Source: an optimization exercise on an open RTL-to-GDS flow (aim: small area). Production flows keep margins and buffers that such runs may drop.
In this exercise RTL edits were held to simulation tests only and were not proved equivalent to the original.
Power and IR drop assume default switching activity.

==> flow/design.v (outline; a module is shown in full before it is edited, if it fits) <==
// module distance_counter: 403 lines
// module distance_digit: 2150 lines
// module distance_block: 52 lines
module distance_block (
  input  logic        clk,
  input  logic        resetN,
  input  logic [10:0] offsetX,
  input  logic [10:0] offsetY,
  input  logic        InsideRectangle,
  input  logic        load_en,
  input  logic        count_en,
  input  logic        slow_pulse,
  input  logic        up_is_pressed,
  input  logic        player_move,
  input  logic        restart_enable,
  input  logic        enter_is_pressed,
  output logic [3:0]  thousands,
  output logic [3:0]  hundreds,
  output logic [3:0]  tens,
  output logic [3:0]  units,
  output logic        dist_end,
  output logic        drawingRequest,
  output logic [7:0]  RGBout
);
  // ...
==> flow/flow/run.sh <==
#!/bin/bash
# Layout flow: the standard flow (standard.sh), with one change in
# synthesis: ORFS's synth.tcl maps the logic with flow/abc_map.script (an
# area-oriented ABC mapping: &dch, then &nf with area recovery) instead of
# ORFS's abc_area/abc_speed script.
# The port buffers that placement adds are buf_1 cells (buffer_ports
# -buffer_cell) instead of the cell buffer_ports picks by itself.
# ADDER_MAP_FILE is left empty, so synthesis skips the half/full adder
# extraction and abc maps that logic with the rest.
# Everything else -- the synthesis passes, register mapping, flattening,
# renaming, floorplan, the rest of placement, CTS, routing -- is the
# standard flow.
set -euo pipefail
HERE=$(pwd)

# ORFS's synth.tcl with the ABC call pointed at our script
sed 's|log_cmd abc {\*}$abc_args|log_cmd abc -script '"$HERE"'/flow/abc_map.script {*}[lrange $abc_args 2 end]|' \
  "$FLOW_HOME/scripts/synth.tcl" > "$HERE/flow_synth.tcl"
grep -q 'flow/abc_map.script' "$HERE/flow_synth.tcl"

# The standard flow's synthesis script, sourcing that copy
sed 's|\$::env(SCRIPTS_DIR)/synth.tcl|'"$HERE"'/flow_synth.tcl|' synth_recipe.tcl > "$HERE/flow_synth_recipe.tcl"
grep -q 'flow_synth.tcl' "$HERE/flow_synth_recipe.tcl"

bash standard.sh SYNTH_SCRIPT="$HERE/flow_synth_recipe.tcl" \
  ADDER_MAP_FILE= BUFFER_PORTS_ARGS="-buffer_cell sky130_fd_sc_hd__buf_1" finish > "$HERE/flow_make.log" 2>&1
==> flow/flow/abc_map.script <==
strash
&get -n
&dch -f
&nf -R 1000 -p -F 8 -A 4 -C 32
&put
==> flow/standard.sh <==
#!/bin/bash
# synth_recipe.tcl (not shown) runs the flow's synth.tcl, then flattens the netlist and writes it again
# the make line also repeats each setting of config.mk as NAME=value (left out here)
make -C /OpenROAD-flow-scripts/flow DESIGN_CONFIG=/design/flow/config.mk WORK_HOME=/design/flow/orfs CLKGATE_MAP_FILE= SYNTH_SCRIPT=/design/flow/synth_recipe.tcl "${@:-finish}"
==> flow/config.mk <==
export PLATFORM = sky130hd
export DESIGN_NAME = distance_block
export DESIGN_NICKNAME = distance_block
export VERILOG_FILES = /design/flow/design.v
export SDC_FILE = /design/flow/constraint.sdc
export NUM_CORES = 4
export LEC_CHECK = 0
export ABC_AREA = 1
export CAP_MARGIN = 20
export CORE_MARGIN = 2
export CORE_UTILIZATION = 38
export CTS_BUF_LIST = sky130_fd_sc_hd__clkbuf_4
export SLEW_MARGIN = 20
==> flow/constraint.sdc <==
create_clock -name core_clock -period 50.0 [get_ports {clk}]
set_input_delay 10.0000 -clock core_clock [delete_from_list [all_inputs] [get_ports {clk}]]
set_output_delay 10.0000 -clock core_clock [all_outputs]
set_load 0.01 [all_outputs]
==> summary.txt, run 1 <==
- Outcome: finished clean
- Crit path required time: 50.19 ns
- Max IR drop VDD: 0.01903 mV
- Post-DRT Antenna Nets: 0
- Initial antenna violation count: 0
- Mapped Cells: 447
- Max-Cap Viols: 0
- Top-count cell post-synth: nor2_1
- M2 GR Usage: 46.56%
- Netlist cell types: 52
- CP Launch Type: input pin
- Drc violations: 0
- Hold Crit Depth: 2
- Largest family of logic cells by synthesized area: compound AO/OA/AOI/OAI gates
- Setup TNS: 0 ns
- R2R depth: 11
- Antenna Cells: 0
- P_comb: 0.0591 mW
- DR pass1 iterations: 8
- GRT Util Overall: 33.20%
- CP endpoint: u_digit.drawingRequest
- Setup CP Type: in -> reg
- Seq cells: 14
- Seq pwr: 0.0149 mW
- CP max stage cell: o31ai_1
- Top flop regs: u_counter.tens (4), u_counter.units (4)
- Data buffer area share: 8.649%
- Hold path endpoint: u_counter.dist_end
- Worst EP arrival: 16.26 ns
- Critical-path maximum fanout: 11
- Root buffer cell: clkbuf_4
- Fin Hold WS: 0.5188 ns
- Initial Utilization: 39.41%
- GRT met1 Usage: 45.63%
- Fill cells: 748
- Post-Synth Simple-Gate Area: 37.90%
- Clk pwr share: 8.4%
- Worst Tran Pin Value: 0.8471 ns
- Std cell rows: 30
==> run 2: changes to the inputs <==
--- a/flow/config.mk
+++ b/flow/config.mk
@@ -6,8 +6,8 @@
 export NUM_CORES = 4
 export LEC_CHECK = 0
 export ABC_AREA = 1
-export CAP_MARGIN = 20
+export CAP_MARGIN = 10
 export CORE_MARGIN = 2
 export CORE_UTILIZATION = 38
 export CTS_BUF_LIST = sky130_fd_sc_hd__clkbuf_4
-export SLEW_MARGIN = 20
+export SLEW_MARGIN = 10
==> run 2 against run 1 <==
Against the previous run:
- still clean
- critical path depth stayed put
- register-to-register slack about the same
- sequential share of layout area did not move
- flip-flop and latch count unchanged
- global-route usage unchanged
- synthesized cell count unchanged
- area after synthesis stayed put
- critical endpoint unchanged
==> summary.txt, run 2 <==
- Die Width: 87.94 um
- Outcome: finished clean
- Root buffer cell: clkbuf_4
- Top-count cell post-synth: nor2_1
- Number of I/O port buffers: 40
- P&R area growth vs syn: 13.46%
- DR pass1 iterations: 8 (unchanged)
- Layout cells sized above 1: 3.777%
- Avg WL per Cell: 21.40 um
- Vias: 4059
- Final Max Tran Viols: 0
- Clock Latency Late Sink: 0.28 ns
- Worst EP arrival: 16.26 ns (about the same)
- R2r startpoint: u_counter.hx_reg[1]
- Final wirelength: 12820 um
- R2R depth: 11 (unchanged)
- Sequential cell area: 350.3 um2
- Met3 WL post-DR: 1812 um
- Async set-reset flop share out of synthesis: 100.0%
- Post-route clock period utilization: 32.14%
- Total core area: 6794 um2
- CTS tree: done
- Worst-case clock buffer depth: 2
- First-pass GRT wire length: 19800 um
- RSZ-0062 raised after global routing: no
- Synth Area per Inst: 5.990 um2
- Leading post-synthesis cells by cell area: dfrtp_1 13%, nor2_1 12%, nand2_1 11%
- Commonest cells post-synth: 83 x nor2_1, 75 x nand2_1, 52 x a21oi_1
- Top-area cell type share of the netlist area: 13.08%
- Worst Setup End Kind: flop
- Max-Cap Viols: 0 (unchanged)
- Hold Crit Class: reg -> reg
- Gr ovfl total: 0
- P per Cell Area: 26.61 nW/um2
- Hold Crit Depth: 2 (unchanged)
- Mapped Area: 2678 um2
- Die Area: 7733 um2
- Metal1 wirelength: 5003 um
- Most common cell after layout, fill and taps aside: nor2_1
- Max IR drop VDD: 0.01903 mV (unchanged)
- Vias in the first global route: 3591
- RR Endpoint: u_digit.drawingRequest
- Mapped Cells: 447 (unchanged)
- Netlist cell types: 52 (unchanged)
- Setup TNS: 0 ns (unchanged)
- Worst Tran Pin Value: 0.8471 ns (unchanged)
- Most frequent cells in the layout: 83 x nor2_1, 75 x nand2_1, 52 x a21oi_1, 41 x o21ai_0, 40 x buf_1
- Critical-path maximum fanout: 11 (unchanged)
- FMAX: 62.23 MHz
- Global placer's final weighted congestion: 1.064
- Final hold vios: 0
- Setup-failing EPs final: 0
- Lkg Pwr: 1.160 nW
- Fill cells: 748 (unchanged)
- Total CTS buffers: 3
- Hold Crit Start: u_counter.dist_end
- Drc violations: 0 (unchanged)
- Tmin final: 16.07 ns
- Synth area leader: dfrtp_1
- Initial antenna violation count: 0 (unchanged)
- Synthesis Warnings: 2
- Multi-input gate area in the final layout: 2256 um2
- Die Y: 87.94 um
- Clock sinks: 14
- Hold_buf cts: 0
- Top Metal Used: met4
- Antenna Cells: 0 (unchanged)
- Number of synthesized flops with an enable pin: 0
- Post-DP HPWL: 9529 um
- Initial DRC Count: 804
- GRT Util Overall: 33.20% (unchanged)
- CP Launch Type: input pin
- PostCTS Resize Cnt: 0
- Post-synthesis sequential area ratio: 13.08%
- Clock slew at reported path FFs: 0.09 ns
- H-tree depth: 1
- WL met2: 5162 um
- Post-CTS setup buffers: 0
- Nets: 536
- Slew HR: 43.04%
- R2r setup slk: 47.13 ns
- Clock Skews: 0.002732 ns
- Initial Utilization: 39.41% (unchanged)
- Post-DRT Antenna Nets: 0 (unchanged)
- Count of state elements after synthesis: 14
- Top Ports: 58
- Top flop regs: u_counter.tens (4), u_counter.units (4)
- Std cell rows: 30 (unchanged)
- Setup CP Type: in -> reg
- Largest net degree at the start of global routing: 36
- Top_reg_cell synth: dfrtp_1
- Crit path required time: 50.19 ns (about the same)
- Hold path endpoint: u_counter.dist_end
- Vias per Instance: 6.776
- Final Util: 44.71%
## run 2: cell counts after synthesis
No cell type changed its count.
## run 2: kinds of logic after synthesis
| logic type | count (synthesis) | share of synthesized area [%] |
|---|---|---|
| XOR/XNOR | 11 | 3.598 |
| AO/OA/AOI/OAI | 173 | 40.94 |
| flip-flops | 14 | 13.08 |
| other | 2 | 0.2805 |
| buffers and inverters | 18 | 4.206 |
| AND/OR/NAND/NOR | 229 | 37.90 |
## run 2: layer usage
layer | global-route usage (%) | vias up
met5 | 0 | -
met4 | 16.22 | 0
met3 | 10.56 | 84
met2 | 46.56 | 382
met1 | 45.63 | 1800
li1 | - | 1793
## run 2: worst max-delay path by stage
stage,from,slack [ns],cells after the start,end
finish,offsetX[6],33.93,25,u_digit.drawingRequest
floorplan,offsetX[4],34.83,25,u_digit.drawingRequest
global placement,offsetX[6],33.62,25,u_digit.drawingRequest
CTS,offsetX[6],34.19,25,u_digit.drawingRequest
detailed placement,offsetX[6],33.90,25,u_digit.drawingRequest
global route,offsetX[4],33.17,26,u_digit.drawingRequest
## run 2: critical path, cell delays in order
cell and delay, ns:
buf_1 0.23, nor2_1 0.29, and2_0 0.36, a21oi_1 0.16
o21ai_0 0.27, nand2_1 0.15, o22ai_1 0.37, xnor2_2 0.17
nand2_1 0.27, o31ai_1 0.81, nor2_1 0.11, a21oi_1 0.23
o21bai_1 0.21, o32ai_1 0.15, a2111oi_0 0.32, o21ai_0 0.26
o41ai_1 0.14, nand2_1 0.24, clkinv_1 0.09, o21ai_0 0.17
a221oi_1 0.33, o32ai_1 0.18, a211oi_1 0.38, a41oi_1 0.08
a211oi_1 0.29
## run 2: cell type report
| class | instances | area share (%) |
|---|---|---|
| Clock inverter | 1 | 0.1236 |
| Clock buffer | 3 | 0.7414 |
| Inverter | 6 | 0.7414 |
| Multi-Input combinational cell | 424 | 74.26 |
| Timing Repair Buffer | 55 | 8.649 |
| Tap cell | 96 | 3.954 |
| Sequential cell | 14 | 11.53 |
## run 2: stage by stage
stage	cell area (um2)	worst slack (ns)	cells	total power [mW]	hold WS, ns
CTS	3038	34.19	599	0.07734	0.5187
floorplan	2711	34.83	456	0.05101	0.5177
detailed placement	3012	33.90	595	0.07032	0.5035
global route	3038	33.17	599	0.08592	0.5686
finish	3038	33.93	599	0.08085	0.5188
global placement	3012	33.62	595	0.07215	0.4902
## run 2: power breakdown
part | switching (mW) | internal [mW] | leakage (nW)
logic | 0.0415 | 0.0177 | 0.953
clock network | 0.00393 | 0.00290 | 0.0154
registers | 0.00212 | 0.0128 | 0.191
total | 0.0475 | 0.0333 | 1.16

==> re-timing with driven ports <==
The flow's constraints put no driver on any port. The routed layouts listed below were extracted and timed again, unchanged, in two steps. Step 1 sets driving cells, clkbuf_16 on the clock port and buf_2 on the other inputs (assumed; they add their load-dependent delay and slew). Step 2 adds t to the input delays and takes it off the output delays; t is the mean of the earliest and latest rising clock arrival at the registers after step 1. Input paths then give back, and output paths get back, about the clock's delay inside the block. Slacks: no drivers / after step 1 / after step 2; pairs: no drivers / after step 1.
run | t (ns) | setup WS [ns] | worst setup path after step 2
run 1 | 0.297 | 33.929 / 33.924 / 33.627 | input to register
run 2 | 0.297 | 33.929 / 33.924 / 33.627 | input to register
After both steps every run listed still meets setup and hold.
